From an optimization exercise on the open Yosys and OpenROAD flow, aimed at small area and a short achievable clock period; shortcuts taken in it are not production practice.
Where RTL was checked, it was by simulation tests only, not by an equivalence proof against the original.
For run 3, only the layout was checked, not whether the RTL still works.
In runs 7 to 9 the design's own scripts or RTL, not TritonCTS, make the clock network.
The flow treats the clock pin as an ideal source. Dropping or thinning the clock tree relies on that and would not hold on a real chip.
Power is estimated from default activity; no workload was simulated.

File: flow/flow/run.sh
#!/bin/bash
# Layout flow: the standard ORFS flow (standard.sh, unchanged synthesis) with
#  - every non-sequential cell set to its smallest size right after synthesis, so that
#    the resizer sizes up only what timing needs (flow/downsize.tcl, before floorplan);
#  - port buffers buf_1 on inputs (BUFFER_PORTS_ARGS) and buf_2 on outputs
#    (flow/outbuf.tcl, right after global placement) instead of the default cell;
#  - a setup margin for the resizer's timing repair (the clock and constraints are the standard flow's).
set -euo pipefail
HERE=$(pwd)
source "$HERE/flow/settings.sh"
export PRE_FLOORPLAN_TCL="$HERE/flow/downsize.tcl"
export BUFFER_PORTS_ARGS="-inputs -buffer_cell sky130_fd_sc_hd__buf_1"
export POST_GLOBAL_PLACE_TCL="$HERE/flow/outbuf.tcl"
bash standard.sh > "$HERE/standard_flow.log" 2>&1
File: flow/flow/downsize.tcl
# Set every combinational cell to the smallest drive strength of its kind that the
# library offers and the platform allows; flip-flops are left as synthesis made them.
set n 0
foreach inst [[ord::get_db_block] getInsts] {
  set m [[$inst getMaster] getName]
  if {![regexp {^(sky130_fd_sc_hd__)([a-z0-9]+)_(\d+)$} $m -> pre fn sz]} { continue }
  if {[string match "df*" $fn] || [string match "conb" $fn]} { continue }
  foreach s {0 1 2} {
    if {$s >= $sz} { break }
    set cand ${pre}${fn}_$s
    if {[lsearch -exact $::env(DONT_USE_CELLS) $cand] >= 0} { continue }
    if {[get_lib_cells -quiet */$cand] eq ""} { continue }
    replace_cell [$inst getName] $cand
    incr n
    break
  }
}
puts "downsize.tcl: $n cells set to a smaller size"
File: flow/flow/outbuf.tcl
# Buffer every output port (the inputs were buffered just before global placement).
buffer_ports -outputs -buffer_cell sky130_fd_sc_hd__buf_2
File: flow/flow/settings.sh
export SETUP_SLACK_MARGIN=11.8
File: flow/standard.sh
#!/bin/bash
# synth_recipe.tcl (not shown) runs the flow's synth.tcl, then flattens the netlist and writes it again
# the make line also repeats each setting of config.mk as NAME=value (left out here)
make -C /OpenROAD-flow-scripts/flow DESIGN_CONFIG=/design/flow/config.mk WORK_HOME=/design/flow/orfs CLKGATE_MAP_FILE= SYNTH_SCRIPT=/design/flow/synth_recipe.tcl "${@:-finish}"
File: flow/config.mk
export PLATFORM = sky130hd
export DESIGN_NAME = alu_top
export DESIGN_NICKNAME = alu_top
export VERILOG_FILES = /design/flow/design.v
export SDC_FILE = /design/flow/constraint.sdc
export NUM_CORES = 4
export LEC_CHECK = 0
export CAP_MARGIN = 20
export CORE_MARGIN = 2
export CORE_UTILIZATION = 40
export SLEW_MARGIN = 20
export SYNTH_HIERARCHICAL = 1
File: flow/constraint.sdc
create_clock -name core_clock -period 16.0 [get_ports {clk}]
set_input_delay 3.2000 -clock core_clock [delete_from_list [all_inputs] [get_ports {clk}]]
set_output_delay 3.2000 -clock core_clock [all_outputs]
set_load 0.01 [all_outputs]
File: flow/design.v
`timescale 1ns / 1ps
module alu_top (
	input clk,
	input [31:0] a, b,
	input cin, binv, sel1, sel0,
	output reg [31:0] result,
	output reg co, zero, ovr);
	reg [31:0] a_q, b_q;
	reg cin_q, binv_q, sel1_q, sel0_q;
	wire [31:0] result_d;
	wire co_d, zero_d, ovr_d;
	always @(posedge clk) begin
		a_q <= a;
		b_q <= b;
		cin_q <= cin;
		binv_q <= binv;
		sel1_q <= sel1;
		sel0_q <= sel0;
		result <= result_d;
		co <= co_d;
		zero <= zero_d;
		ovr <= ovr_d;
	end
	DRAP_ALU u_alu (.result(result_d), .co(co_d), .zero(zero_d), .ovr(ovr_d),
		.a(a_q), .b(b_q), .cin(cin_q), .binv(binv_q), .sel1(sel1_q), .sel0(sel0_q));
endmodule

`timescale 1ns / 1ps
module DRAP_ALU (
output [31:0] result,
output co, zero, ovr,
input [31:0] a, b,
input cin, binv,
input sel1, sel0);
wire isadd, isslt, nsand, nsor;
alu_dec u_dec (isadd, isslt, nsand, nsor, sel1, sel0);
wire [31:0] bm, gn, tn, p, lg, sum;
alu_xor2  u_bm [31:0] (bm, b, {32{binv}});    
alu_nand2 u_gn [31:0] (gn, a, bm);            
alu_nor2  u_tn [31:0] (tn, a, bm);            
alu_andn  u_p  [31:0] (p, gn, tn);            
alu_oai22 u_lg [31:0] (lg, nsand, gn, nsor, tn);  
wire n1;
alu_inv u_n1 (n1, cin);
wire G2;
alu_oai21 u_G2 (G2, gn[0], tn[0], n1);
wire G3;
alu_oai21 u_G3 (G3, gn[2], tn[2], gn[1]);
wire T4;
alu_nor2 u_T4 (T4, tn[2], tn[1]);
wire G5;
alu_oai21 u_G5 (G5, gn[4], tn[4], gn[3]);
wire T6;
alu_nor2 u_T6 (T6, tn[4], tn[3]);
wire G7;
alu_oai21 u_G7 (G7, gn[6], tn[6], gn[5]);
wire T8;
alu_nor2 u_T8 (T8, tn[6], tn[5]);
wire G9;
alu_oai21 u_G9 (G9, gn[8], tn[8], gn[7]);
wire T10;
alu_nor2 u_T10 (T10, tn[8], tn[7]);
wire G11;
alu_oai21 u_G11 (G11, gn[10], tn[10], gn[9]);
wire T12;
alu_nor2 u_T12 (T12, tn[10], tn[9]);
wire G13;
alu_oai21 u_G13 (G13, gn[12], tn[12], gn[11]);
wire T14;
alu_nor2 u_T14 (T14, tn[12], tn[11]);
wire G15;
alu_oai21 u_G15 (G15, gn[14], tn[14], gn[13]);
wire T16;
alu_nor2 u_T16 (T16, tn[14], tn[13]);
wire G17;
alu_oai21 u_G17 (G17, gn[16], tn[16], gn[15]);
wire T18;
alu_nor2 u_T18 (T18, tn[16], tn[15]);
wire G19;
alu_oai21 u_G19 (G19, gn[18], tn[18], gn[17]);
wire T20;
alu_nor2 u_T20 (T20, tn[18], tn[17]);
wire G21;
alu_oai21 u_G21 (G21, gn[20], tn[20], gn[19]);
wire T22;
alu_nor2 u_T22 (T22, tn[20], tn[19]);
wire G23;
alu_oai21 u_G23 (G23, gn[22], tn[22], gn[21]);
wire T24;
alu_nor2 u_T24 (T24, tn[22], tn[21]);
wire G25;
alu_oai21 u_G25 (G25, gn[24], tn[24], gn[23]);
wire T26;
alu_nor2 u_T26 (T26, tn[24], tn[23]);
wire G27;
alu_oai21 u_G27 (G27, gn[26], tn[26], gn[25]);
wire T28;
alu_nor2 u_T28 (T28, tn[26], tn[25]);
wire G29;
alu_oai21 u_G29 (G29, gn[28], tn[28], gn[27]);
wire T30;
alu_nor2 u_T30 (T30, tn[28], tn[27]);
wire G31;
alu_oai21 u_G31 (G31, gn[30], tn[30], gn[29]);
wire T32;
alu_nor2 u_T32 (T32, tn[30], tn[29]);
wire G33;
alu_aoi21 u_G33 (G33, G3, T4, G2);
wire G34;
alu_aoi21 u_G34 (G34, G7, T8, G5);
wire T35;
alu_nand2 u_T35 (T35, T8, T6);
wire G36;
alu_aoi21 u_G36 (G36, G11, T12, G9);
wire T37;
alu_nand2 u_T37 (T37, T12, T10);
wire G38;
alu_aoi21 u_G38 (G38, G15, T16, G13);
wire T39;
alu_nand2 u_T39 (T39, T16, T14);
wire G40;
alu_aoi21 u_G40 (G40, G19, T20, G17);
wire T41;
alu_nand2 u_T41 (T41, T20, T18);
wire G42;
alu_aoi21 u_G42 (G42, G23, T24, G21);
wire T43;
alu_nand2 u_T43 (T43, T24, T22);
wire G44;
alu_aoi21 u_G44 (G44, G27, T28, G25);
wire T45;
alu_nand2 u_T45 (T45, T28, T26);
wire G46;
alu_aoi21 u_G46 (G46, G31, T32, G29);
wire T47;
alu_nand2 u_T47 (T47, T32, T30);
wire G48;
alu_oai21 u_G48 (G48, G34, T35, G33);
wire G49;
alu_oai21 u_G49 (G49, G38, T39, G36);
wire T50;
alu_nor2 u_T50 (T50, T39, T37);
wire G51;
alu_oai21 u_G51 (G51, G42, T43, G40);
wire T52;
alu_nor2 u_T52 (T52, T43, T41);
wire G53;
alu_oai21 u_G53 (G53, G46, T47, G44);
wire T54;
alu_nor2 u_T54 (T54, T47, T45);
wire G55;
alu_aoi21 u_G55 (G55, G49, T50, G48);
wire G56;
alu_aoi21 u_G56 (G56, G53, T54, G51);
wire T57;
alu_nand2 u_T57 (T57, T54, T52);
wire G58;
alu_oai21 u_G58 (G58, G56, T57, G55);
wire n59;
alu_inv u_n59 (n59, G55);
wire G60;
alu_aoi21 u_G60 (G60, G51, T52, n59);
wire n61;
alu_inv u_n61 (n61, G48);
wire G62;
alu_oai21 u_G62 (G62, G36, T37, n61);
wire G63;
alu_oai21 u_G63 (G63, G40, T41, G55);
wire G64;
alu_oai21 u_G64 (G64, G44, T45, G60);
wire n65;
alu_inv u_n65 (n65, G33);
wire G66;
alu_aoi21 u_G66 (G66, G5, T6, n65);
wire G67;
alu_aoi21 u_G67 (G67, G9, T10, G48);
wire G68;
alu_aoi21 u_G68 (G68, G13, T14, G62);
wire G69;
alu_aoi21 u_G69 (G69, G17, T18, n59);
wire G70;
alu_aoi21 u_G70 (G70, G21, T22, G63);
wire n71;
alu_inv u_n71 (n71, G60);
wire G72;
alu_aoi21 u_G72 (G72, G25, T26, n71);
wire G73;
alu_aoi21 u_G73 (G73, G29, T30, G64);
wire n74;
alu_inv u_n74 (n74, G2);
wire G75;
alu_oai21 u_G75 (G75, gn[1], tn[1], n74);
wire G76;
alu_oai21 u_G76 (G76, gn[3], tn[3], G33);
wire G77;
alu_oai21 u_G77 (G77, gn[5], tn[5], G66);
wire G78;
alu_oai21 u_G78 (G78, gn[7], tn[7], n61);
wire G79;
alu_oai21 u_G79 (G79, gn[9], tn[9], G67);
wire n80;
alu_inv u_n80 (n80, G62);
wire G81;
alu_oai21 u_G81 (G81, gn[11], tn[11], n80);
wire G82;
alu_oai21 u_G82 (G82, gn[13], tn[13], G68);
wire G83;
alu_oai21 u_G83 (G83, gn[15], tn[15], G55);
wire G84;
alu_oai21 u_G84 (G84, gn[17], tn[17], G69);
wire n85;
alu_inv u_n85 (n85, G63);
wire G86;
alu_oai21 u_G86 (G86, gn[19], tn[19], n85);
wire G87;
alu_oai21 u_G87 (G87, gn[21], tn[21], G70);
wire G88;
alu_oai21 u_G88 (G88, gn[23], tn[23], G60);
wire G89;
alu_oai21 u_G89 (G89, gn[25], tn[25], G72);
wire n90;
alu_inv u_n90 (n90, G64);
wire G91;
alu_oai21 u_G91 (G91, gn[27], tn[27], n90);
wire G92;
alu_oai21 u_G92 (G92, gn[29], tn[29], G73);
alu_xor2 u_s0 (sum[0], p[0], cin);
alu_xor2 u_s1 (sum[1], p[1], G2);
alu_xor2 u_s2 (sum[2], p[2], G75);
alu_xnor2 u_s3 (sum[3], p[3], G33);
alu_xor2 u_s4 (sum[4], p[4], G76);
alu_xnor2 u_s5 (sum[5], p[5], G66);
alu_xor2 u_s6 (sum[6], p[6], G77);
alu_xor2 u_s7 (sum[7], p[7], G48);
alu_xor2 u_s8 (sum[8], p[8], G78);
alu_xnor2 u_s9 (sum[9], p[9], G67);
alu_xor2 u_s10 (sum[10], p[10], G79);
alu_xor2 u_s11 (sum[11], p[11], G62);
alu_xor2 u_s12 (sum[12], p[12], G81);
alu_xnor2 u_s13 (sum[13], p[13], G68);
alu_xor2 u_s14 (sum[14], p[14], G82);
alu_xnor2 u_s15 (sum[15], p[15], G55);
alu_xor2 u_s16 (sum[16], p[16], G83);
alu_xnor2 u_s17 (sum[17], p[17], G69);
alu_xor2 u_s18 (sum[18], p[18], G84);
alu_xor2 u_s19 (sum[19], p[19], G63);
alu_xor2 u_s20 (sum[20], p[20], G86);
alu_xnor2 u_s21 (sum[21], p[21], G70);
alu_xor2 u_s22 (sum[22], p[22], G87);
alu_xnor2 u_s23 (sum[23], p[23], G60);
alu_xor2 u_s24 (sum[24], p[24], G88);
alu_xnor2 u_s25 (sum[25], p[25], G72);
alu_xor2 u_s26 (sum[26], p[26], G89);
alu_xor2 u_s27 (sum[27], p[27], G64);
alu_xor2 u_s28 (sum[28], p[28], G91);
alu_xnor2 u_s29 (sum[29], p[29], G73);
alu_xor2 u_s30 (sum[30], p[30], G92);
alu_xor2 u_s31 (sum[31], p[31], G58);
alu_ao21 u_r1 (result[1], isadd, sum[1], lg[1]);
alu_ao21 u_r2 (result[2], isadd, sum[2], lg[2]);
alu_ao21 u_r3 (result[3], isadd, sum[3], lg[3]);
alu_ao21 u_r4 (result[4], isadd, sum[4], lg[4]);
alu_ao21 u_r5 (result[5], isadd, sum[5], lg[5]);
alu_ao21 u_r6 (result[6], isadd, sum[6], lg[6]);
alu_ao21 u_r7 (result[7], isadd, sum[7], lg[7]);
alu_ao21 u_r8 (result[8], isadd, sum[8], lg[8]);
alu_ao21 u_r9 (result[9], isadd, sum[9], lg[9]);
alu_ao21 u_r10 (result[10], isadd, sum[10], lg[10]);
alu_ao21 u_r11 (result[11], isadd, sum[11], lg[11]);
alu_ao21 u_r12 (result[12], isadd, sum[12], lg[12]);
alu_ao21 u_r13 (result[13], isadd, sum[13], lg[13]);
alu_ao21 u_r14 (result[14], isadd, sum[14], lg[14]);
alu_ao21 u_r15 (result[15], isadd, sum[15], lg[15]);
alu_ao21 u_r16 (result[16], isadd, sum[16], lg[16]);
alu_ao21 u_r17 (result[17], isadd, sum[17], lg[17]);
alu_ao21 u_r18 (result[18], isadd, sum[18], lg[18]);
alu_ao21 u_r19 (result[19], isadd, sum[19], lg[19]);
alu_ao21 u_r20 (result[20], isadd, sum[20], lg[20]);
alu_ao21 u_r21 (result[21], isadd, sum[21], lg[21]);
alu_ao21 u_r22 (result[22], isadd, sum[22], lg[22]);
alu_ao21 u_r23 (result[23], isadd, sum[23], lg[23]);
alu_ao21 u_r24 (result[24], isadd, sum[24], lg[24]);
alu_ao21 u_r25 (result[25], isadd, sum[25], lg[25]);
alu_ao21 u_r26 (result[26], isadd, sum[26], lg[26]);
alu_ao21 u_r27 (result[27], isadd, sum[27], lg[27]);
alu_ao21 u_r28 (result[28], isadd, sum[28], lg[28]);
alu_ao21 u_r29 (result[29], isadd, sum[29], lg[29]);
alu_ao21 u_r30 (result[30], isadd, sum[30], lg[30]);
alu_ao21 u_r31 (result[31], isadd, sum[31], lg[31]);
alu_ao221 u_r0 (result[0], isadd, sum[0], isslt, sum[31], lg[0]);
wire g31, t31;
alu_inv u_g31 (g31, gn[31]);
alu_inv u_t31 (t31, tn[31]);
alu_ao21 u_co (co, t31, G58, g31);
alu_mux2 u_ov (ovr, g31, tn[31], G58);
alu_zero32 u_zero (zero, result);
endmodule
module alu_dec (output isadd, isslt, nsand, nsor, input sel1, sel0);
assign isadd = sel1 & ~sel0;
assign isslt = sel1 & sel0;
assign nsand = sel1 | sel0;
assign nsor = sel1 | ~sel0;
endmodule
module alu_inv (output y, input a);
assign y = ~a;
endmodule
module alu_nand2 (output y, input a, b);
assign y = ~(a & b);
endmodule
module alu_nor2 (output y, input a, b);
assign y = ~(a | b);
endmodule
module alu_xor2 (output y, input a, b);
assign y = a ^ b;
endmodule
module alu_xnor2 (output y, input a, b);
assign y = ~(a ^ b);
endmodule
module alu_andn (output y, input gn, tn);
assign y = gn & ~tn;
endmodule
module alu_oai22 (output y, input a1, a2, b1, b2);
assign y = ~((a1 | a2) & (b1 | b2));
endmodule
module alu_aoi21 (output y, input gh, th, gl);
assign y = ~(gh | (th & gl));
endmodule
module alu_oai21 (output y, input ghn, thn, gln);
assign y = ~(ghn & (thn | gln));
endmodule
module alu_ao21 (output y, input a1, a2, b1);
assign y = (a1 & a2) | b1;
endmodule
module alu_ao221 (output y, input a1, a2, b1, b2, c1);
assign y = (a1 & a2) | (b1 & b2) | c1;
endmodule
module alu_mux2 (output y, input d0, d1, s);
assign y = s ? d1 : d0;
endmodule
module alu_zero32 (output z, input [31:0] r);
assign z = ~|r;
endmodule
==> results.yml, run 1 <==
cells_and_area:
  drive_gt1_share_pct: 10.7
  n_antenna_cell: 0
  fin_nets: 625
  layoutNonFillerInstCount: 694
sta:
  setup_viol: 0
  grt_setup_unrepaired: "false"
  holdWs_ps: 631
  tns_ps: 0
  fin_crit_sh_pct: 25.4
  tightest_slew_ps: 444
  clock_skew_ps: 8.80
  fin_crit_ps: 4060
  slew_headroom_pct: 70.1
  fmax_mhz: 246
  hold_violations: 0
  slew_violations: 0
worst_setup_path:
  critPathLaunchType: "register"
  critPathKind: "reg2out"
  path_cells: "buf_2"
  cp.required_ps: 12800
  crit_fanout: 1
  critPathSlowestCell: "dfxtp_1"
  arrival_ps: 860
  setup.worst_path.end_class: "primary output"
  crit_buf_inv: 1
  max_stage_delay_ps: 360
  path_delay_family: "flip-flops"
die:
  start_util_pct: 41.3
  dieArea_mm2: 0.0109
  dieWidth_um: 105
  die_h_um: 105
  boundaryPins: 104
  core_area_mm2: 0.00977
  fp-row-count: 36
clock_tree:
  clock-sinks: 103
  numCtsBuffers: 9
  cts_root_buf: "clkbuf_8"
  postCtsSetupRepairBufs: 0
  clk_pin_slew_ps: 90
  htree_levels: 3
  clk_path_buf_depth: 2
  cts-hold-fix-buffers: 0
  worstSkewPairLatency_ps: 360
  cts_tree: "yes"
placement:
  detailedPlacementHpwl_um: 6380
  port_buffers: 103
  dpl.cell_count: 678
global_route:
  overflow: 0
  grt_pass1_vias: 3254
  grt_max_degree: 33
  grt_pass1_wl_um: 14600
  track_usage_pct: 16.7
  grt_antenna_before_repair: 0
power:
  vdd_drop_max_v: 0.0000565
  p_leak_nw: 2.19
  powerDensity_mw_per_mm2: 116
drt:
  drt-initial-drc-count: 110
  via_count: 3285
  viasPerCell: 4.73
  first_pass_iters: 4
  final_antenna_net_count: 0
  drc: 0
  wire_per_inst_um: 12.8
  routed_wl_um: 8890
logic_synthesis:
  synth_cells: 438
  ys_warn_count: 7
  syn_nets: 507
min_path:
  hp-class: "reg2reg"
outcome:
  status: "finished clean"
run:
  maxCapViolCount: 0
-- final timing paths --
path	start	end	slack, ps	cells past startpoint
worst min register to register	a_q[31]$_DFF_P_	co$_DFF_P_	630	3
worst max-delay path	zero$_DFF_P_	zero	11940	1
worst max register to register	binv_q$_DFF_P_	zero$_DFF_P_	12200	17
worst min-delay path	a_q[31]$_DFF_P_	co$_DFF_P_	630	3
-- sequential cells by signal (all words and copies together), names as in the netlist --
register	count
binv_q	1
sel1_q	1
ovr	1
result	32
a_q	32
b_q	32
sel0_q	1
zero	1
co	1
cin_q	1
-- report_power, final --
group | switching, mW | total [mW] | internal [mW] | leakage [nW]
combinational | 0.0756 | 0.130 | 0.0543 | 1.22
sequential | 0.00771 | 0.286 | 0.279 | 0.867
clock | 0.0829 | 0.152 | 0.0693 | 0.0946
total | 0.166 | 0.569 | 0.402 | 2.19
-- placed cells by master, fill, tap and decap left out, drive strengths merged --
cell and instances:
buf 106, dfxtp 103, xor2 54, nor2 51, nand2 40, o21ai 39, nor2b 33, a21o 32
o22ai 32, a21oi 18, clkbuf 13, inv 11, xnor2 10, nor4 8, nand4 2, clkinvlp 2
clkinv 2, or2 1, nand2b 1, and2 1, mux2 1, a221o 1
-- repair_timing --
item                       4_1_cts  5_1_grt
setup endpoints to repair        1        1
resized for setup                3        4
pin swaps                        0        0
-- layout make-up --
cell class                 count  area, um^2
timing repair buffer         107         467
sequential                   103        2060
inverter                      11        41.3
multi-input combinational    324        1950
fill                         972        4890
clock inverter                 4        28.8
clock buffer                  12         165
tap                          133         166
-- stage by stage --
step | setup slack, ps | utilization, % | area, um^2 | total power [mW]
detailed placement | 11630 | 47.8 | 4670 | 0.420
finish | 11940 | 49.9 | 4880 | 0.569
CTS | 11930 | 49.8 | 4870 | 0.573
global route | 11830 | 49.9 | 4880 | 0.602
floorplan | 12250 | - | 4040 | 0.381
global placement | 11870 | 46.0 | 4500 | 0.408
-- routing by layer --
| metal | routed length (um) | share of wire (%) | global-route usage, % | up-vias |
|---|---|---|---|---|
| li1 | - | - | - | 1727 |
| met1 | 4100 | 46 | 20.1 | 1473 |
| met2 | 4220 | 47 | 28.5 | 76 |
| met3 | 430 | 4.8 | 4.32 | 9 |
| met4 | 136 | 1.5 | 5.98 | 0 |
| met5 | 0 | 0 | 0 | - |
==> inputs of run 2 (changes only) <==
==> flow/flow/settings.sh (replaced) <==
export SETUP_SLACK_MARGIN=12.2
==> run 2 against run 1 <==
Net effect:
- clock skew increased by 0.92 ps
- first-iteration DRC count shrank 9.1%
- fmax grew 1.0%
- critical path type unchanged
==> results.yml, run 2 <==
cells_and_area:
  mostFrequentLayoutCells: "dfxtp_1 (84), buf_1 (68), xor2_1 (54)"
  nFillCells: 957
  final_common_cell: "dfxtp_1"
  drive_gt1_share_pct: 14.1
  largestRegisters: "a_q (32), b_q (32), result (32)"
  n_antenna_cell: 0
  fin_nets: 626
  postLayoutCoreUtil_pct: 51.4
power:
  pwr-share-clk_pct: 26.2
  powerDensity_mw_per_mm2: 115
  power_frac_comb_pct: 23.9
  switchingPower_uw: 168
  p_sw_share_pct: 29.0
  p_int_uw: 412
  p_seq_share_pct: 49.9
  vdd_drop_max_v: 0.0000566
  p_leak_nw: 2.22
global_route:
  track_usage_pct: 16.7
  grt_pass1_wl_um: 14700
  grt_max_degree: 33
  overflow: 0
  grt_antenna_before_repair: 0
  grt_pass1_vias: 3261
drt:
  drc: 0
  final_antenna_net_count: 0
  via_count: 3297
  first_pass_iters: 4
  drt-initial-drc-count: 100
  routed_wl_um: 8930
  viasPerCell: 4.74
  wire_per_inst_um: 12.8
sta:
  fin_crit_ps: 4020
  fin_crit_sh_pct: 25.1
  grt_setup_unrepaired: "true"
  hold_violations: 0
  tightest_slew_ps: 431
  setup_viol: 0
  fmax_mhz: 249
  slew_headroom_pct: 71.0
  clock_skew_ps: 9.73
  slew_violations: 0
  tns_ps: 0
worst_setup_path:
  critPathKind: "reg2out"
  critPathSlowestCell: "dfxtp_2"
  max_stage_delay_ps: 340
  path_delay_family: "flip-flops"
  arrival_ps: 820
  reg2regPathDepth: 17
  cp.required_ps: 12800
  crit_buf_inv: 1
  critPathLaunchType: "register"
  rr_endpoint: "zero$_DFF_P_"
  path_cells: "buf_6"
  crit_fanout: 1
  r2r-start: "binv_q$_DFF_P_"
  setup.worst_path.end_class: "primary output"
  r2r_setup_slack_ps: 12340
run:
  maxCapViolCount: 0
clock_tree:
  cts_root_buf: "clkbuf_8"
  clock-sinks: 103
  cts_tree: "yes"
  clk_pin_slew_ps: 90
  worstSkewPairLatency_ps: 360
  htree_levels: 3
  numCtsBuffers: 9
  clk_path_buf_depth: 2
logic_synthesis:
  syn_nets: 507
  synth_cells: 438
  ys_warn_count: 7
min_path:
  hold_start: "a_q[31]$_DFF_P_"
  hold_end: "co$_DFF_P_"
  hp-class: "reg2reg"
  min_path_cells: 3
die:
  dieArea_mm2: 0.0109
  fp-row-count: 36
  dieWidth_um: 105
  die_h_um: 105
  core_area_mm2: 0.00977
  boundaryPins: 104
  start_util_pct: 41.3
placement:
  detailedPlacementHpwl_um: 6380
  port_buffers: 103
outcome:
  status: "finished clean"
-- run 2: worst reg2reg max path, stage by stage (launching register included) --
cell and delay, ps:
dfxtp_2 340, buf_8 270, xor2_1 150, nor2_1 260, nor2_1 110, a21oi_2 230, o21ai_1 200, a21oi_2 270
inv_1 100, a21oi_2 210, o21ai_1 170, a21oi_1 240, o21ai_0 140, xor2_1 180, a21o_1 170, nor4_1 330
nand4_1 130, nor2_1 110
-- run 2: stage by stage --
stage / power (mW) / cells / instance area (um^2) / worst slack, ps / hold WS, ps
global placement: 0.408 / 643 / 4500 / 11870 / 633
floorplan: 0.381 / 438 / 4040 / 12250 / 528
finish: 0.580 / 695 / 5030 / 11980 / 636
global route: 0.615 / 695 / 5030 / 11950 / 687
detailed placement: 0.420 / 678 / 4670 / 11630 / 643
CTS: 0.578 / 694 / 4950 / 11970 / 660
-- run 2: repair_timing --
item                                    4_1_cts  5_1_grt
hold buffers                                  0        0
endpoints found under the setup margin       37       37
resized for setup                            24       22
hold endpoints to repair                      0        0
pin swaps                                     0        1
setup buffers                                 0        1
-- run 2: per-layer routing --
metal | vias up | wire length (um) | global-route usage, %
li1 | 1730 | - | -
met5 | - | 0 | 0
met4 | 0 | 136 | 5.98
met2 | 85 | 4230 | 28.7
met1 | 1473 | 4110 | 20.2
met3 | 9 | 453 | 4.32
-- run 2: layout make-up --
class / instances / area (um^2) / share of cell area, %
clock buffer: 12 / 165 / 3.29
timing repair buffer: 108 / 588 / 11.7
sequential: 103 / 2090 / 41.5
inverter: 11 / 41.3 / 0.822
multi-input combinational: 324 / 1950 / 38.8
tap: 133 / 166 / 3.31
clock inverter: 4 / 28.8 / 0.573
-- run 2: power by group through the flow --
stage,Sequential [mW],Clock (mW),Combinational (mW)
floorplan,0.300,0,0.0812
global placement,0.302,0,0.106
detailed placement,0.292,0,0.128
finish,0.289,0.152,0.139
global route,0.292,0.169,0.154
CTS,0.288,0.157,0.133
-- run 2: worst max path at each step --
stage                         startpoint           end  cells after the start
after CTS                   zero$_DFF_P_          zero                      1
final                       zero$_DFF_P_          zero                      1
after detailed placement  binv_q$_DFF_P_  zero$_DFF_P_                     17
after global routing        zero$_DFF_P_          zero                      1
after global placement    binv_q$_DFF_P_  zero$_DFF_P_                     17
after floorplan           binv_q$_DFF_P_  zero$_DFF_P_                     16
==> inputs of run 3 (changes only) <==
--- a/flow/design.v
+++ b/flow/design.v
@@ -295,3 +295,10 @@
 alu_mux2 u_ov (ovr, g31, tn[31], G58);
-alu_zero32 u_zero (zero, result);
+wire [31:0] zx;
+alu_xnor2 u_zx [31:0] (zx, p, {tn[30:0], ~cin});   
+wire zadd, zlog, zoth, s31n;
+alu_zero32 u_zadd (zadd, zx);
+alu_zero32 u_zlog (zlog, lg);
+alu_mux2 u_zoth (zoth, zlog, zadd, isadd);
+alu_inv u_s31n (s31n, sum[31]);
+alu_mux2 u_z (zero, zoth, s31n, isslt);
 endmodule
==> flow/flow/settings.sh (replaced) <==
export SETUP_SLACK_MARGIN=12.0
==> run 3 against run 2 <==
Net effect:
- still clean on timing, DRC and antenna
- synthesized cell count up 11%
- combinational power up 14%
- first-iteration DRC count up 51%
- critical path depth unchanged
- routed wire length up 11%
- flip-flop and latch count unchanged
- hold slack better by 23 ps
- total power up 8.0%
- die area up 9.0%
- largest power group unchanged
==> results.yml, run 3 <==
outcome:
  status: "finished clean"
die:
  core_area_mm2: 0.0108
  die_h_um: 109
  dieWidth_um: 109
  boundaryPins: 104
  dieArea_mm2: 0.0119
  start_util_pct: 40.9
  fp-row-count: 38
worst_setup_path:
  critPathLaunchType: "register"
  path_delay_family: "flip-flops"
  critPathSlowestCell: "dfxtp_2"
  path_cells: "buf_6"
  crit_fanout: 1
  setup.worst_path.end_class: "primary output"
  critPathKind: "reg2out"
  cp.required_ps: 12800
  crit_buf_inv: 1
  arrival_ps: 820
  max_stage_delay_ps: 340
placement:
  pre_cts_ws_ps: 11750
  detailedPlacementHpwl_um: 7240
  port_buffers: 103
clock_tree:
  cts_tree: "yes"
  clk_path_buf_depth: 2
  clk_pin_slew_ps: 90
  numCtsBuffers: 9
  worstSkewPairLatency_ps: 370
  clock-sinks: 103
  htree_levels: 3
  cts_root_buf: "clkbuf_8"
logic_synthesis:
  synth_cells: 485
  syn_nets: 554
  ys_warn_count: 7
sta:
  fmax_mhz: 249
  tightest_slew_ps: 713
  clock_skew_ps: 5.54
  fin_crit_sh_pct: 25.1
  fin_crit_ps: 4020
  slew_headroom_pct: 52.5
  holdWs_ps: 659
  finalWorstSetupSlack_ps: 11980
  hold_violations: 0
  slew_violations: 0
  tns_ps: 0
  grt_setup_unrepaired: "true"
  setup_viol: 0
drt:
  final_antenna_net_count: 0
  wire_per_inst_um: 13.3
  routed_wl_um: 9930
  drc: 0
  viasPerCell: 4.84
  first_pass_iters: 4
  via_count: 3612
  drt-initial-drc-count: 151
cells_and_area:
  fin_nets: 671
  mostFrequentLayoutCells: "dfxtp_1 (84), buf_1 (68), xor2_1 (54)"
  postLayoutCoreUtil_pct: 50.4
  n_antenna_cell: 0
  nFillCells: 1034
  drive_gt1_share_pct: 12.5
  largestRegisters: "a_q (32), b_q (32), result (32)"
  final_common_cell: "dfxtp_1"
run:
  maxCapViolCount: 0
global_route:
  overflow: 0
  grt_pass1_vias: 3505
  grt_pass1_wl_um: 15600
  grt_max_degree: 34
  grt_antenna_before_repair: 0
  track_usage_pct: 17.0
power:
  vdd_drop_max_v: 0.0000818
  p_leak_nw: 2.32
  powerDensity_mw_per_mm2: 115
min_path:
  hp-class: "reg2reg"
[run 3: layout make-up]
cell class	instances	area (um^2)	area share, %
Tap cell	140	175	3.22
Clock inverter	6	91.3	1.68
Clock buffer	10	138	2.53
Inverter	13	48.8	0.897
Multi-Input combinational cell	369	2310	42.5
Timing Repair Buffer	106	586	10.8
Sequential cell	103	2090	38.4
[run 3: worst paths after layout]
kind | start | to | slack (ps) | cells past startpoint
worst max-delay path | zero$_DFF_P_ | zero | 11980 | 1
worst min-delay path | a_q[31]$_DFF_P_ | co$_DFF_P_ | 660 | 3
worst max register to register | binv_q$_DFF_P_ | result[30]$_DFF_P_ | 12390 | 13
worst min register to register | a_q[31]$_DFF_P_ | co$_DFF_P_ | 660 | 3
[run 3: report_power, final]
group          internal [mW]  switching, mW  leakage, nW  total [mW]
logic                 0.0721         0.0855         1.34       0.158
clock network         0.0927         0.0851        0.105       0.178
registers              0.280         0.0106        0.871       0.291
total                  0.445          0.181         2.32       0.626
[run 3: metal layers]
| layer | GRT usage [%] | wire length [um] | share of wire (%) | vias to the layer above |
|---|---|---|---|---|
| met1 | 21.6 | 4640 | 47 | 1600 |
| met5 | 0 | 0 | 0 | - |
| met2 | 27.9 | 4570 | 46 | 109 |
| met4 | 5.86 | 151 | 1.5 | 0 |
| li1 | - | - | - | 1888 |
| met3 | 4.24 | 565 | 5.7 | 15 |
[run 3: tightest hold or removal path, stage by stage, from the launching register on]
cell and delay [ps]:
dfxtp_1 360, nor2_1 80, inv_1 50, a21o_1 130
[run 3: metrics by stage]
stage / cells / total power, mW / cell area (um^2)
global placement: 695 / 0.431 / 4870
global route: 747 / 0.662 / 5440
CTS: 746 / 0.626 / 5330
floorplan: 485 / 0.400 / 4420
finish: 747 / 0.626 / 5440
detailed placement: 730 / 0.442 / 5040
[run 3: repair_timing]
action                     4_1_cts  5_1_grt
setup endpoints to repair       39       41
gates resized for setup         15       23
pin swaps                        0        0
buffers inserted                 0        1
gates cloned                     0        0
hold buffers                     0        0
==> inputs of run 4 (changes only) <==
--- a/flow/design.v
+++ b/flow/design.v
@@ -295,10 +295,3 @@
 alu_mux2 u_ov (ovr, g31, tn[31], G58);
-wire [31:0] zx;
-alu_xnor2 u_zx [31:0] (zx, p, {tn[30:0], ~cin});   
-wire zadd, zlog, zoth, s31n;
-alu_zero32 u_zadd (zadd, zx);
-alu_zero32 u_zlog (zlog, lg);
-alu_mux2 u_zoth (zoth, zlog, zadd, isadd);
-alu_inv u_s31n (s31n, sum[31]);
-alu_mux2 u_z (zero, zoth, s31n, isslt);
+alu_zero32 u_zero (zero, result);
 endmodule
==> flow/flow/run.sh (replaced) <==
#!/bin/bash
# Layout flow: the standard ORFS flow (standard.sh, unchanged synthesis) with
#  - every non-sequential cell set to its smallest size right after synthesis, so that
#    the resizer sizes up only what timing needs (flow/downsize.tcl, before floorplan);
#  - port buffers buf_1 on inputs and buf_2 on outputs instead of the default cell
#    (flow/ports.tcl, before global placement; DONT_BUFFER_PORTS skips the default call);
#  - a setup margin for the resizer's timing repair (the clock and constraints are the standard flow's).
set -euo pipefail
HERE=$(pwd)
source "$HERE/flow/settings.sh"
export PRE_FLOORPLAN_TCL="$HERE/flow/downsize.tcl"
export PRE_GLOBAL_PLACE_TCL="$HERE/flow/ports.tcl"
export DONT_BUFFER_PORTS=1
bash standard.sh > "$HERE/standard_flow.log" 2>&1
==> flow/flow/ports.tcl (new file) <==
# Buffer every input and output port (as the standard flow does), with a small cell.
buffer_ports -inputs -buffer_cell sky130_fd_sc_hd__buf_1
buffer_ports -outputs -buffer_cell sky130_fd_sc_hd__buf_2
==> flow/flow/settings.sh (replaced) <==
export SETUP_SLACK_MARGIN=12.2
removed: flow/flow/outbuf.tcl
==> run 4 against run 3 <==
Net effect:
- cell count fell by 21%
- via count fell by 18%
- still clean on timing, DRC and antenna
- global-route usage down 0.89 points
- largest power group unchanged
- sequential power grew 3%
==> results.yml, run 4 <==
clock_tree:
  cts_tree: "yes"
  htree_levels: 3
  cts-hold-fix-buffers: 0
  clk_path_buf_depth: 2
  clk_pin_slew_ps: 100
  cts_root_buf: "clkbuf_8"
  worstSkewPairLatency_ps: 380
  numCtsBuffers: 9
  clock-sinks: 103
global_route:
  track_usage_pct: 16.1
  grt_pass1_vias: 2859
  grt_max_degree: 33
  overflow: 0
  grt_pass1_wl_um: 13800
  grt_antenna_before_repair: 1
sta:
  fin_crit_ps: 3950
  tns_ps: 0
  tightest_slew_ps: 455
  slew_violations: 0
  grt_setup_unrepaired: "true"
  fmax_mhz: 253
  clock_skew_ps: 13.1
  hold_violations: 0
  fin_crit_sh_pct: 24.7
  setup_viol: 0
  slew_headroom_pct: 69.4
  finalWorstSetupSlack_ps: 12050
  holdWs_ps: 626
placement:
  dpl.cell_count: 575
  placed_cell_area_mm2: 0.00424
  globalplace.congestion: 0.803
  detailedPlacementHpwl_um: 6160
  pre_cts_ws_ps: 11600
  port_buffers: 103
power:
  vdd_drop_max_v: 0.0000605
  p_leak_nw: 1.99
  finalPower_uw: 596
  powerDensity_mw_per_mm2: 130
run:
  maxCapViolCount: 0
cells_and_area:
  postLayoutCoreUtil_pct: 46.9
  largestRegisters: "a_q (32), b_q (32), result (32)"
  mostFrequentLayoutCells: "dfxtp_1 (67), xor2_1 (54), nor2_1 (51)"
  drive_gt1_share_pct: 13.5
  fin_nets: 524
  final_common_cell: "dfxtp_1"
  n_antenna_cell: 0
  final_area_mm2: 0.00458
  layoutNonFillerInstCount: 592
drt:
  routed_wl_um: 8660
  viasPerCell: 5.01
  drt-initial-drc-count: 82
  drc: 0
  first_pass_iters: 4
  via_count: 2965
  wire_per_inst_um: 14.6
  final_antenna_net_count: 0
outcome:
  status: "finished clean"
die:
  boundaryPins: 104
  die_h_um: 105
  start_util_pct: 41.3
  fp-row-count: 36
  dieArea_mm2: 0.0109
  dieWidth_um: 105
  core_area_mm2: 0.00977
worst_setup_path:
  critPathLaunchType: "register"
  arrival_ps: 750
  cp.required_ps: 12800
  setup.worst_path.end_class: "primary output"
  crit_fanout: 1
  critPathKind: "reg2out"
min_path:
  hp-class: "reg2reg"
logic_synthesis:
  syn_nets: 507
  ys_warn_count: 7
  synth_cells: 438
[run 4: metal layers]
metal / wire [um] / share of wire (%) / global-route usage [%]
met5: 13 / 0.15 / 0
met3: 589 / 6.8 / 7.33
met1: 3890 / 45 / 18.4
met2: 4020 / 46 / 26.5
met4: 142 / 1.6 / 5.60
[run 4: area by class of cell]
class / instances / area (um^2)
multi-input combinational: 324 / 1950
fill: 968 / 5190
tap: 133 / 166
sequential: 103 / 2120
clock buffer: 10 / 138
clock inverter: 5 / 106
timing repair buffer: 6 / 57.6
inverter: 11 / 41.3
[run 4: power by group]
group	internal [mW]	total (mW)	leakage, nW	switching [mW]
Sequential	0.282	0.299	0.875	0.0166
Combinational	0.0436	0.106	1.00	0.0625
Clock	0.107	0.192	0.119	0.0843
Total	0.433	0.596	1.99	0.163
[run 4: what timing repair did]
action	CTS	global route
buffers inserted	0	2
endpoints found under the setup margin	37	36
gates resized for setup	42	6
pin swaps	0	1
[run 4: final timing paths]
| kind | slack (ps) | startpoint | to | depth (start not counted) |
|---|---|---|---|---|
| max | 12050 | zero$_DFF_P_ | zero | 0 |
| min | 630 | a_q[31]$_DFF_P_ | co$_DFF_P_ | 3 |
| max reg2reg | 12390 | binv_q$_DFF_P_ | zero$_DFF_P_ | 17 |
| min reg2reg | 630 | a_q[31]$_DFF_P_ | co$_DFF_P_ | 3 |
[run 4: worst reg2reg max path, stage by stage (launching register included)]
cell and delay (ps):
dfxtp_2 340, buf_12 170, xor2_1 220, nor2_1 210
o21ai_0 140, a21oi_2 220, o21ai_2 150, a21oi_2 240
inv_1 100, a21oi_2 210, o21ai_0 210, a21oi_1 270
o21ai_0 150, xor2_1 180, a21o_1 180, nor4_1 300
nand4_1 130, nor2_1 150
==> inputs of run 5 (changes only) <==
==> flow/flow/run.sh (replaced) <==
#!/bin/bash
# Layout flow: the standard ORFS flow (standard.sh, unchanged synthesis) with
#  - every non-sequential cell set to its smallest size right after synthesis, so that
#    the resizer sizes up only what timing needs (flow/downsize.tcl, before floorplan);
#  - port buffers buf_1 on inputs (BUFFER_PORTS_ARGS) and buf_2 on outputs
#    (flow/outbuf.tcl, right after global placement) instead of the default cell;
#  - a one-level clock tree: the clock port drives 4 clock buffers, each driving a
#    cluster of flip-flops (flow/clocktree.tcl, right after CTS);
#  - a setup margin for the resizer's timing repair (the clock and constraints are the standard flow's).
set -euo pipefail
HERE=$(pwd)
source "$HERE/flow/settings.sh"
export PRE_FLOORPLAN_TCL="$HERE/flow/downsize.tcl"
export BUFFER_PORTS_ARGS="-inputs -buffer_cell sky130_fd_sc_hd__buf_1"
export POST_GLOBAL_PLACE_TCL="$HERE/flow/outbuf.tcl"
export POST_CTS_TCL="$HERE/flow/clocktree.tcl"
bash standard.sh > "$HERE/standard_flow.log" 2>&1
==> flow/flow/clocktree.tcl (new file) <==
set nbuf 4
if {[info exists ::env(CLK_NBUF)]} { set nbuf $::env(CLK_NBUF) }
set bufcell sky130_fd_sc_hd__clkbuf_8
if {[info exists ::env(CLK_BUFCELL)]} { set bufcell $::env(CLK_BUFCELL) }
set block [ord::get_db_block]
set db [ord::get_db]
set clknet [$block findNet clk]
# walk the tree from the port: collect buffers, nets and flip-flop clock pins
set bufs {}
set nets {}
set sinks {}
set todo [list $clknet]
while {[llength $todo]} {
  set net [lindex $todo 0]
  set todo [lrange $todo 1 end]
  foreach it [$net getITerms] {
    if {![$it isInputSignal]} { continue }
    set inst [$it getInst]
    set m [[$inst getMaster] getName]
    if {[string match "*clkbuf*" $m] || [string match "*__buf_*" $m] || [string match "*clkinv*" $m] || [string match "*__inv_*" $m]} {
      if {[string match "*inv*" $m]} { error "clocktree.tcl: inverter $m in the clock tree" }
      lappend bufs $inst
      foreach o [$inst getITerms] {
        if {[$o isOutputSignal] && [$o getNet] ne "NULL"} { lappend todo [$o getNet]; lappend nets [$o getNet] }
      }
    } else {
      lappend sinks $it
    }
  }
}
puts "clocktree.tcl: [llength $bufs] clock buffers, [llength $sinks] sinks"
foreach it $sinks {
  if {![string match "*dfxtp*" [[[$it getInst] getMaster] getName]]} { error "clocktree.tcl: unexpected clock sink [[$it getInst] getName]" }
}
# remove the old tree
foreach it $sinks { $it disconnect }
foreach inst $bufs { odb::dbInst_destroy $inst }
foreach net $nets { odb::dbNet_destroy $net }
# k-means on sink locations
set pts {}
foreach it $sinks {
  set bb [[$it getInst] getBBox]
  lappend pts [list [expr {([$bb xMin] + [$bb xMax]) / 2.0}] [expr {([$bb yMin] + [$bb yMax]) / 2.0}]]
}
set n [llength $pts]
set cent {}
set sorted [lsort -real -index 0 $pts]
for {set k 0} {$k < $nbuf} {incr k} { lappend cent [lindex $sorted [expr {int(($k + 0.5) * $n / $nbuf)}]] }
for {set iter 0} {$iter < 50} {incr iter} {
  set asg {}
  foreach p $pts {
    set best 0; set bd 1e30
    for {set k 0} {$k < $nbuf} {incr k} {
      set c [lindex $cent $k]
      set d [expr {pow([lindex $p 0] - [lindex $c 0], 2) + pow([lindex $p 1] - [lindex $c 1], 2)}]
      if {$d < $bd} { set bd $d; set best $k }
    }
    lappend asg $best
  }
  set nc {}
  for {set k 0} {$k < $nbuf} {incr k} {
    set sx 0; set sy 0; set c 0
    foreach p $pts a $asg { if {$a == $k} { set sx [expr {$sx + [lindex $p 0]}]; set sy [expr {$sy + [lindex $p 1]}]; incr c } }
    if {$c} { lappend nc [list [expr {$sx / $c}] [expr {$sy / $c}]] } else { lappend nc [lindex $cent $k] }
  }
  set cent $nc
}
set master [$db findMaster $bufcell]
for {set k 0} {$k < $nbuf} {incr k} {
  set inst [odb::dbInst_create $block $master "clkbuf_flat_$k"]
  set net [odb::dbNet_create $block "clknet_flat_$k"]
  $net setSigType CLOCK
  [$inst findITerm A] connect $clknet
  [$inst findITerm X] connect $net
  set c [lindex $cent $k]
  $inst setLocation [expr {int([lindex $c 0])}] [expr {int([lindex $c 1])}]
  $inst setPlacementStatus PLACED
  set cnt 0
  foreach it $sinks a $asg { if {$a == $k} { $it connect $net; incr cnt } }
  puts "clocktree.tcl: buffer $k at [lindex $c 0] [lindex $c 1] drives $cnt flip-flops"
}
detailed_placement
check_placement -verbose
estimate_parasitics -placement
report_clock_skew
report_worst_slack -max
report_worst_slack -min
==> flow/flow/outbuf.tcl (new file) <==
# Buffer every output port (the inputs were buffered just before global placement).
buffer_ports -outputs -buffer_cell sky130_fd_sc_hd__buf_2
==> flow/flow/settings.sh (replaced) <==
export SETUP_SLACK_MARGIN=12.1
export CLK_BUFCELL=sky130_fd_sc_hd__clkbuf_8
removed: flow/flow/ports.tcl
==> run 5 against run 4 <==
Net effect:
- synthesized cell count unchanged
- the run now fails in clock tree synthesis
==> results.yml, run 5 <==
die:
  boundaryPins: 104
  dieWidth_um: 105
  fp-row-count: 36
  start_util_pct: 41.3
  die_h_um: 105
outcome:
  stop_stage: "clock tree synthesis"
  error_line: "Error: cts.tcl, 90 clocktree.tcl: inverter sky130_fd_sc_hd__clkinvlp_4 in the clock tree"
  status: "did not finish"
placement:
  dpl.cell_count: 678
  pre_cts_ws_ps: 11630
  port_buffers: 103
  detailedPlacementHpwl_um: 6380
logic_synthesis:
  ys_warn_count: 7
  synth_cells: 438
  syn_nets: 507
## run 5: worst min-delay path by stage
stage                         start          to  depth (start not counted)
floorplan           a_q[31]$_DFF_P_  co$_DFF_P_                          3
global placement    a_q[31]$_DFF_P_  co$_DFF_P_                          3
detailed placement  a_q[31]$_DFF_P_  co$_DFF_P_                          3
## run 5: power by group through the flow
stage | sequential (mW) | clock (mW) | combinational, mW
after global placement | 0.302 | 0 | 0.106
after floorplan | 0.300 | 0 | 0.0812
after detailed placement | 0.292 | 0 | 0.128
## run 5: stage by stage
stage                     instance area [um^2]  hold WS (ps)  utilization [%]
after detailed placement                  4670           643             47.8
after global placement                    4500           633             46.0
after floorplan                           4040           528                -
==> inputs of run 6 (changes only) <==
==> flow/flow/settings.sh (replaced) <==
export SETUP_SLACK_MARGIN=12.1
export CLK_BUFCELL=sky130_fd_sc_hd__clkbuf_16
==> run 6 against run 5 <==
Net effect:
- the flow again stops in clock tree synthesis
- synthesized cell count unchanged
==> results.yml, run 6 <==
outcome:
  status: "did not finish"
  stop_stage: "clock tree synthesis"
  error_line: "Error: cts.tcl, 90 clocktree.tcl: inverter sky130_fd_sc_hd__clkinvlp_4 in the clock tree"
die:
  start_util_pct: 41.3
  boundaryPins: 104
  die_h_um: 105
  fp-row-count: 36
  dieWidth_um: 105
logic_synthesis:
  syn_nets: 507
  ys_warn_count: 7
  synth_cells: 438
placement:
  port_buffers: 103
  detailedPlacementHpwl_um: 6380
  pre_cts_ws_ps: 11630
  dpl.cell_count: 678
-- run 6: per-stage QoR --
| step | util, % | area, um^2 |
|---|---|---|
| 3_3_place_gp | 46.0 | 4500 |
| 3_5_place_dp | 47.8 | 4670 |
| 2_1_floorplan | - | 4040 |
-- run 6: how the worst min path moves through the flow --
stage / endpoint / cells past startpoint / start
floorplan: co$_DFF_P_ / 3 / a_q[31]$_DFF_P_
global placement: co$_DFF_P_ / 3 / a_q[31]$_DFF_P_
detailed placement: co$_DFF_P_ / 3 / a_q[31]$_DFF_P_
-- run 6: power by group through the flow --
stage	Sequential, mW	Combinational [mW]	Clock (mW)
2_1_floorplan	0.300	0.0812	0
3_3_place_gp	0.302	0.106	0
3_5_place_dp	0.292	0.128	0
==> inputs of run 7 (changes only) <==
--- a/flow/flow/clocktree.tcl
+++ b/flow/flow/clocktree.tcl
@@ -20,3 +20,7 @@
     if {[string match "*clkbuf*" $m] || [string match "*__buf_*" $m] || [string match "*clkinv*" $m] || [string match "*__inv_*" $m]} {
-      if {[string match "*inv*" $m]} { error "clocktree.tcl: inverter $m in the clock tree" }
+      set drives 0
+      foreach o [$inst getITerms] {
+        if {[$o isOutputSignal] && [$o getNet] ne "NULL"} { set drives 1 }
+      }
+      if {[string match "*inv*" $m] && $drives} { error "clocktree.tcl: inverter $m in the clock tree" }
       lappend bufs $inst
==> run 7 against run 6 <==
Net effect:
- the run now finishes clean
- synthesized cell count did not move
==> results.yml, run 7 <==
global_route:
  grt_antenna_before_repair: 0
  track_usage_pct: 16.3
  grt_pass1_vias: 3208
  grt_max_degree: 33
  overflow: 0
  grt_pass1_wl_um: 14500
run:
  maxCapViolCount: 0
worst_setup_path:
  arrival_ps: 620
  critPathKind: "reg2out"
  reg2regPathDepth: 17
  path_cells: "buf_6"
  r2r_setup_slack_ps: 12380
  cp.required_ps: 12800
  r2r-start: "binv_q$_DFF_P_"
  critPathSlowestCell: "dfxtp_2"
  max_stage_delay_ps: 350
  rr_endpoint: "zero$_DFF_P_"
  path_delay_family: "flip-flops"
  critPathLaunchType: "register"
  crit_fanout: 1
  crit_buf_inv: 1
  setup.worst_path.end_class: "primary output"
power:
  power_frac_comb_pct: 25.7
  finalPower_uw: 529
  pwr-share-clk_pct: 19.9
  p_seq_share_pct: 54.5
  p_leak_nw: 2.17
  p_int_uw: 385
  switchingPower_uw: 144
  p_sw_share_pct: 27.2
  powerDensity_mw_per_mm2: 108
  vdd_drop_max_v: 0.0000584
sta:
  tightest_slew_ps: 439
  clock_skew_ps: 12.7
  slew_violations: 0
  slew_headroom_pct: 70.5
  hold_violations: 0
  fmax_mhz: 262
  grt_setup_unrepaired: "false"
  setup_viol: 0
  fin_crit_sh_pct: 23.9
  tns_ps: 0
  fin_crit_ps: 3820
drt:
  via_count: 3250
  first_pass_iters: 4
  viasPerCell: 4.75
  drt-initial-drc-count: 97
  drc: 0
  routed_wl_um: 8790
  final_antenna_net_count: 0
  wire_per_inst_um: 12.8
logic_synthesis:
  ys_warn_count: 7
  synth_cells: 438
  syn_nets: 507
die:
  core_area_mm2: 0.00977
  die_h_um: 105
  fp-row-count: 36
  start_util_pct: 41.3
  dieWidth_um: 105
  boundaryPins: 104
  dieArea_mm2: 0.0109
cells_and_area:
  mostFrequentLayoutCells: "dfxtp_1 (92), buf_1 (68), xor2_1 (54)"
  drive_gt1_share_pct: 11.1
  fin_nets: 622
  n_antenna_cell: 0
  final_common_cell: "dfxtp_1"
  largestRegisters: "a_q (32), b_q (32), result (32)"
outcome:
  status: "finished clean"
placement:
  port_buffers: 103
  detailedPlacementHpwl_um: 6380
min_path:
  hold_start: "a_q[31]$_DFF_P_"
  hp-class: "reg2reg"
  min_path_cells: 3
  hold_end: "co$_DFF_P_"
clock_tree:
  clk_pin_slew_ps: 100
  worstSkewPairLatency_ps: 160
  clock-sinks: 103
==> run 7: layout make-up <==
cell class | count | area, um^2
multi-input cells | 324 | 1950
inverters | 11 | 41.3
fillers | 954 | 4890
repair buffers | 109 | 551
well taps | 133 | 166
flip-flops and latches | 103 | 2080
plain buffers | 4 | 100
==> run 7: power by group through the flow <==
| stage | Clock [mW] | Sequential, mW | Combinational [mW] |
|---|---|---|---|
| 2_1_floorplan | 0 | 0.300 | 0.0812 |
| 3_3_place_gp | 0 | 0.302 | 0.106 |
| 3_5_place_dp | 0 | 0.292 | 0.128 |
| 5_1_grt | 0.118 | 0.291 | 0.151 |
| 6_report | 0.105 | 0.288 | 0.136 |
==> run 7: worst max-delay path by stage <==
| stage | start | endpoint | slack, ps | depth (start not counted) |
|---|---|---|---|---|
| 2_1_floorplan | binv_q$_DFF_P_ | zero$_DFF_P_ | 12250 | 16 |
| 3_5_place_dp | binv_q$_DFF_P_ | zero$_DFF_P_ | 11630 | 17 |
| 3_3_place_gp | binv_q$_DFF_P_ | zero$_DFF_P_ | 11870 | 17 |
| 5_1_grt | binv_q$_DFF_P_ | zero$_DFF_P_ | 12110 | 17 |
| 6_report | zero$_DFF_P_ | zero | 12180 | 1 |
==> run 7: per-stage QoR <==
step	instances	hold slack, ps	worst slack, ps	cell area, um^2	utilization (%)
final	684	660	12180	4890	50.0
after global routing	684	708	12110	4890	50.0
after detailed placement	678	643	11630	4670	47.8
after global placement	643	633	11870	4500	46.0
after floorplan	438	528	12250	4040	-
==> run 7: routing by layer <==
layer  track usage, %  routed length (um)  share of wire (%)  vias to the layer above
li1                 -                   -                  -                     1721
met1             20.4                4100                 47                     1446
met2             28.0                4130                 47                       76
met3             4.01                 457                5.2                        7
met4             4.05                 103                1.2                        0
met5                0                   0                  0                        -
==> inputs of run 8 (changes only) <==
--- a/flow/flow/run.sh
+++ b/flow/flow/run.sh
@@ -16,2 +16,4 @@
 export POST_CTS_TCL="$HERE/flow/clocktree.tcl"
+# timing is repaired after the clock tree is replaced (global route step), not before
+export SKIP_CTS_REPAIR_TIMING=1
 bash standard.sh > "$HERE/standard_flow.log" 2>&1
--- a/flow/flow/clocktree.tcl
+++ b/flow/flow/clocktree.tcl
@@ -2,3 +2,3 @@
 if {[info exists ::env(CLK_NBUF)]} { set nbuf $::env(CLK_NBUF) }
-set bufcell sky130_fd_sc_hd__clkbuf_8
+set bufcell sky130_fd_sc_hd__clkbuf_16
 if {[info exists ::env(CLK_BUFCELL)]} { set bufcell $::env(CLK_BUFCELL) }
==> flow/flow/settings.sh (replaced) <==
export SETUP_SLACK_MARGIN=12.15
==> run 8 against run 7 <==
Net effect:
- still clean on timing, DRC and antenna
- critical path depth stayed put
- combinational power is 3% lower
- clock skew is 1.4 ps higher
- fmax is 0.16% lower
- total power is 0.91% lower
- critical path type unchanged
==> results.yml, run 8 <==
worst_setup_path:
  path_cells: "buf_2"
  path_depth: 1
  reg2regPathDepth: 17
  r2r-start: "binv_q$_DFF_P_"
  arrival_ps: 630
  rr_endpoint: "zero$_DFF_P_"
  crit_fanout: 1
  max_stage_delay_ps: 350
  path_delay_family: "flip-flops"
  setup.worst_path.end_class: "primary output"
  crit_buf_inv: 1
  r2r_setup_slack_ps: 12410
  critPathLaunchType: "register"
  cp.required_ps: 12800
  critPathSlowestCell: "dfxtp_2"
  critPathKind: "reg2out"
power:
  vdd_drop_max_v: 0.0000570
  powerDensity_mw_per_mm2: 108
  p_leak_nw: 2.16
  finalPower_uw: 524
cells_and_area:
  n_antenna_cell: 0
  largestRegisters: "a_q (32), b_q (32), result (32)"
  register_area_mm2: 0.00207
  fin_nets: 622
  multi_input_area_mm2: 0.00195
  drive_gt1_share_pct: 10.3
  postLayoutCoreUtil_pct: 49.5
  mostFrequentLayoutCells: "dfxtp_1 (96), buf_1 (68), xor2_1 (54)"
  nFillCells: 977
  layoutNonFillerInstCount: 684
  final_area_mm2: 0.00484
  final_common_cell: "dfxtp_1"
min_path:
  hold_start: "a_q[31]$_DFF_P_"
  hp-class: "reg2reg"
  hold_end: "co$_DFF_P_"
  min_path_cells: 3
drt:
  wire_per_inst_um: 12.7
  drc: 0
  first_pass_iters: 5
  drt-initial-drc-count: 135
  viasPerCell: 4.78
  final_antenna_net_count: 0
  via_count: 3268
  routed_wl_um: 8720
outcome:
  status: "finished clean"
sta:
  fmax_mhz: 261
  slew_violations: 0
  tns_ps: 0
  slew_headroom_pct: 70.4
  tightest_slew_ps: 440
  grt_setup_unrepaired: "true"
  hold_violations: 0
  holdWs_ps: 659
  finalWorstSetupSlack_ps: 12170
  fin_crit_sh_pct: 23.9
  clock_skew_ps: 14.2
  fin_crit_ps: 3830
  setup_viol: 0
global_route:
  grt_max_degree: 33
  grt_antenna_before_repair: 0
  track_usage_pct: 16.2
  grt_pass1_wl_um: 14400
  overflow: 0
  grt_pass1_vias: 3175
run:
  maxCapViolCount: 0
die:
  core_area_mm2: 0.00977
  dieArea_mm2: 0.0109
  die_h_um: 105
  boundaryPins: 104
  start_util_pct: 41.3
  fp-row-count: 36
  dieWidth_um: 105
clock_tree:
  clock-sinks: 103
  worstSkewPairLatency_ps: 160
  clk_pin_slew_ps: 100
logic_synthesis:
  ys_warn_count: 7
  synth_cells: 438
  syn_nets: 507
placement:
  detailedPlacementHpwl_um: 6380
  pre_cts_ws_ps: 11630
  placed_cell_area_mm2: 0.00467
  port_buffers: 103
  dpl.cell_count: 678
[run 8: cell types whose count changed in the layout (fill, tap and decap cells not counted)]
cell and delta:
dfxtp_1 +4, buf_2 +7, dfxtp_2 -4, o21ai_1 +1, o21ai_0 -1, buf_6 -7
[run 8: worst max path at each step]
stage                            from      endpoint  slack, ps
finish              result[0]$_DFF_P_     result[0]      12170
global route           binv_q$_DFF_P_  zero$_DFF_P_      12120
detailed placement     binv_q$_DFF_P_  zero$_DFF_P_      11630
global placement       binv_q$_DFF_P_  zero$_DFF_P_      11870
floorplan              binv_q$_DFF_P_  zero$_DFF_P_      12250
[run 8: layer usage]
metal / part of all wire, % / track usage [%] / wire length (um) / up-vias
met5: 0 / 0 / 0 / -
met4: 1.3 / 3.96 / 109 / 0
met3: 4.8 / 4.14 / 422 / 7
met2: 47 / 27.8 / 4110 / 81
met1: 47 / 20.2 / 4070 / 1457
li1: - / - / - / 1723
[run 8: area by class of cell]
class                      instances  share of cell area (%)
buffer                             4                    2.07
inverter                          11                   0.853
multi-input combinational        324                    40.4
sequential                       103                    42.8
tap                              133                    3.44
timing repair buffer             109                    10.5
[run 8: worst register-to-register path: cells and delay by family (launching register included)]
| family | cells | cell delay [ps] |
|---|---|---|
| compound gates | 8 | 1610 |
| xor+xnor | 2 | 380 |
| buf+inv | 2 | 280 |
| flops | 1 | 340 |
| simple gates | 5 | 930 |
[run 8: power by group]
part | leakage, nW | internal (mW) | switching [mW]
logic | 1.24 | 0.0566 | 0.0759
registers | 0.868 | 0.279 | 0.00796
clock network | 0.0493 | 0.0458 | 0.0586
==> inputs of run 9 (changes only) <==
--- a/flow/config.mk
+++ b/flow/config.mk
@@ -9,3 +9,3 @@
 export CORE_MARGIN = 2
-export CORE_UTILIZATION = 40
+export CORE_UTILIZATION = 60
 export SLEW_MARGIN = 20
==> run 9 against run 8 <==
Net effect:
- largest cell class unchanged
- clock power barely moved
- total power rose by 0.97%
- die area shrank 32%
- first-iteration DRC count shrank 11%
- clock skew barely moved
- combinational power about the same
- still clean
- cell count fell by 8.0%
- via count is 3.8% higher
- setup slack improved by 1.5 ps
- largest power group unchanged
- sequential power barely moved
- design area down 0.93%
- flip-flop and latch count is the same
==> results.yml, run 9 <==
outcome:
  status: "finished clean"
global_route:
  track_usage_pct: 23.8
  grt_max_degree: 33
  grt_antenna_before_repair: 0
  overflow: 0
  grt_pass1_vias: 3162
  grt_pass1_wl_um: 14000
worst_setup_path:
  reg2regPathDepth: 13
  rr_endpoint: "zero$_DFF_P_"
  cp.required_ps: 12800
  path_cells: "buf_6"
  crit_buf_inv: 1
  critPathLaunchType: "register"
  r2r_setup_slack_ps: 12500
  path_delay_family: "flip-flops"
  crit_fanout: 1
  critPathSlowestCell: "dfxtp_2"
  arrival_ps: 620
  critPathKind: "reg2out"
  setup.worst_path.end_class: "primary output"
  r2r-start: "binv_q$_DFF_P_"
  max_stage_delay_ps: 360
min_path:
  min_path_cells: 3
  hp-class: "reg2reg"
  hold_end: "co$_DFF_P_"
  hold_start: "a_q[31]$_DFF_P_"
die:
  start_util_pct: 62.9
  boundaryPins: 104
  dieArea_mm2: 0.00741
  core_area_mm2: 0.00642
  fp-row-count: 29
  die_h_um: 86.1
  dieWidth_um: 86.1
cells_and_area:
  n_antenna_cell: 0
  postLayoutCoreUtil_pct: 74.6
  fin_nets: 623
  final_common_cell: "dfxtp_1"
  drive_gt1_share_pct: 10.7
  layoutNonFillerInstCount: 629
  mostFrequentLayoutCells: "dfxtp_1 (96), buf_1 (68), xor2_1 (54)"
  largestRegisters: "a_q (32), b_q (32), result (32)"
power:
  p_int_uw: 383
  vdd_drop_max_v: 0.0000868
  power_frac_comb_pct: 25.5
  p_sw_share_pct: 27.7
  powerDensity_mw_per_mm2: 110
  pwr-share-clk_pct: 20.0
  p_seq_share_pct: 54.5
  p_leak_nw: 2.17
  switchingPower_uw: 146
logic_synthesis:
  syn_nets: 507
  synth_cells: 438
  ys_warn_count: 7
sta:
  tns_ps: 0
  fin_crit_ps: 3820
  grt_setup_unrepaired: "false"
  tightest_slew_ps: 782
  fmax_mhz: 261
  slew_violations: 0
  fin_crit_sh_pct: 23.9
  setup_viol: 0
  slew_headroom_pct: 47.8
  clock_skew_ps: 14.3
  hold_violations: 0
placement:
  port_buffers: 103
  dpl.cell_count: 620
  detailedPlacementHpwl_um: 6270
drt:
  drt-initial-drc-count: 120
  drc: 0
  final_antenna_net_count: 0
  via_count: 3393
  first_pass_iters: 4
  routed_wl_um: 8850
  viasPerCell: 5.39
  wire_per_inst_um: 14.1
run:
  maxCapViolCount: 0
clock_tree:
  clock-sinks: 103
  clk_pin_slew_ps: 100
  worstSkewPairLatency_ps: 160
[run 9: cell type report]
type / count / area, um^2
flip-flops and latches: 103 / 2070
multi-input cells: 324 / 1950
fillers: 512 / 1630
repair buffers: 110 / 528
plain buffers: 4 / 100
well taps: 77 / 96.3
inverters: 11 / 41.3
[run 9: worst max path at each step]
stage          depth (start not counted)                from  slack, ps           end
2_1_floorplan                         16      binv_q$_DFF_P_      12250  zero$_DFF_P_
3_3_place_gp                          16      binv_q$_DFF_P_      11570  zero$_DFF_P_
3_5_place_dp                          16      binv_q$_DFF_P_      11410  zero$_DFF_P_
5_1_grt                               16      binv_q$_DFF_P_      12140  zero$_DFF_P_
6_report                               1  result[27]$_DFF_P_      12180    result[27]
[run 9: metrics by stage]
stage               total power [mW]  hold WS [ps]  worst slack, ps  cell area, um^2
floorplan                      0.381           528            12250             4040
global placement               0.405           568            11570             4410
detailed placement             0.419           572            11410             4590
global route                   0.559           641            12140             4790
finish                         0.529           612            12180             4790
[run 9: power groups by stage]
stage / logic (mW) / clock network [mW] / registers [mW]
floorplan: 0.0812 / 0 / 0.300
global placement: 0.102 / 0 / 0.303
detailed placement: 0.125 / 0 / 0.295
global route: 0.149 / 0.119 / 0.291
finish: 0.135 / 0.106 / 0.289
[run 9: layer usage]
| metal | global-route usage, % | wire length [um] |
|---|---|---|
| met4 | 9.09 | 159 |
| met1 | 30.3 | 3900 |
| met2 | 40.9 | 4330 |
| met3 | 3.18 | 468 |
| met5 | 0 | 0 |

afterwards: timing with drivers on the ports:
The results above use ideal ports. As a check the final layouts listed here were re-extracted and re-timed, cells and wires unchanged.
Step 1, drivers: a clkbuf_16 drives clk and a buf_2 each remaining input, both assumed.
Step 2 moves the port delays by t, midway between the first and last clock arrival at a register: inputs arrive t later, outputs are due t later. That takes back most of the time a late clock gives input paths.
a / b / c = no drivers / after step 1 / after step 2; a / b = the first two.
| run | t (ns) | setup WS [ns] | worst hold slack (ns) | worst data-port slew with drivers (ns) | cell pins on the clock port's net |
|---|---|---|---|---|---|
| run 1 | 0.386 | 11.941 / 11.910 / 12.197 | 0.631 / 0.631 / 0.631 | 0.04 | 1 |
| run 2 | 0.385 | 11.983 / 11.952 / 12.337 | 0.636 / 0.636 / 0.636 | 0.04 | 1 |
| run 3 | 0.397 | 11.982 / 11.951 / 12.348 | 0.659 / 0.659 / 0.659 | 0.03 | 1 |
| run 4 | 0.401 | 12.047 / 12.015 / 12.388 | 0.626 / 0.626 / 0.626 | 0.05 | 1 |
| run 7 | 0.237 | 12.180 / 12.097 / 12.335 | 0.660 / 0.660 / 0.660 | 0.04 | 4 |
| run 8 | 0.238 | 12.174 / 12.091 / 12.329 | 0.659 / 0.659 / 0.659 | 0.04 | 4 |
| run 9 | 0.235 | 12.175 / 12.095 / 12.330 | 0.612 / 0.612 / 0.612 | 0.04 | 4 |
After both steps every run listed still meets setup and hold.
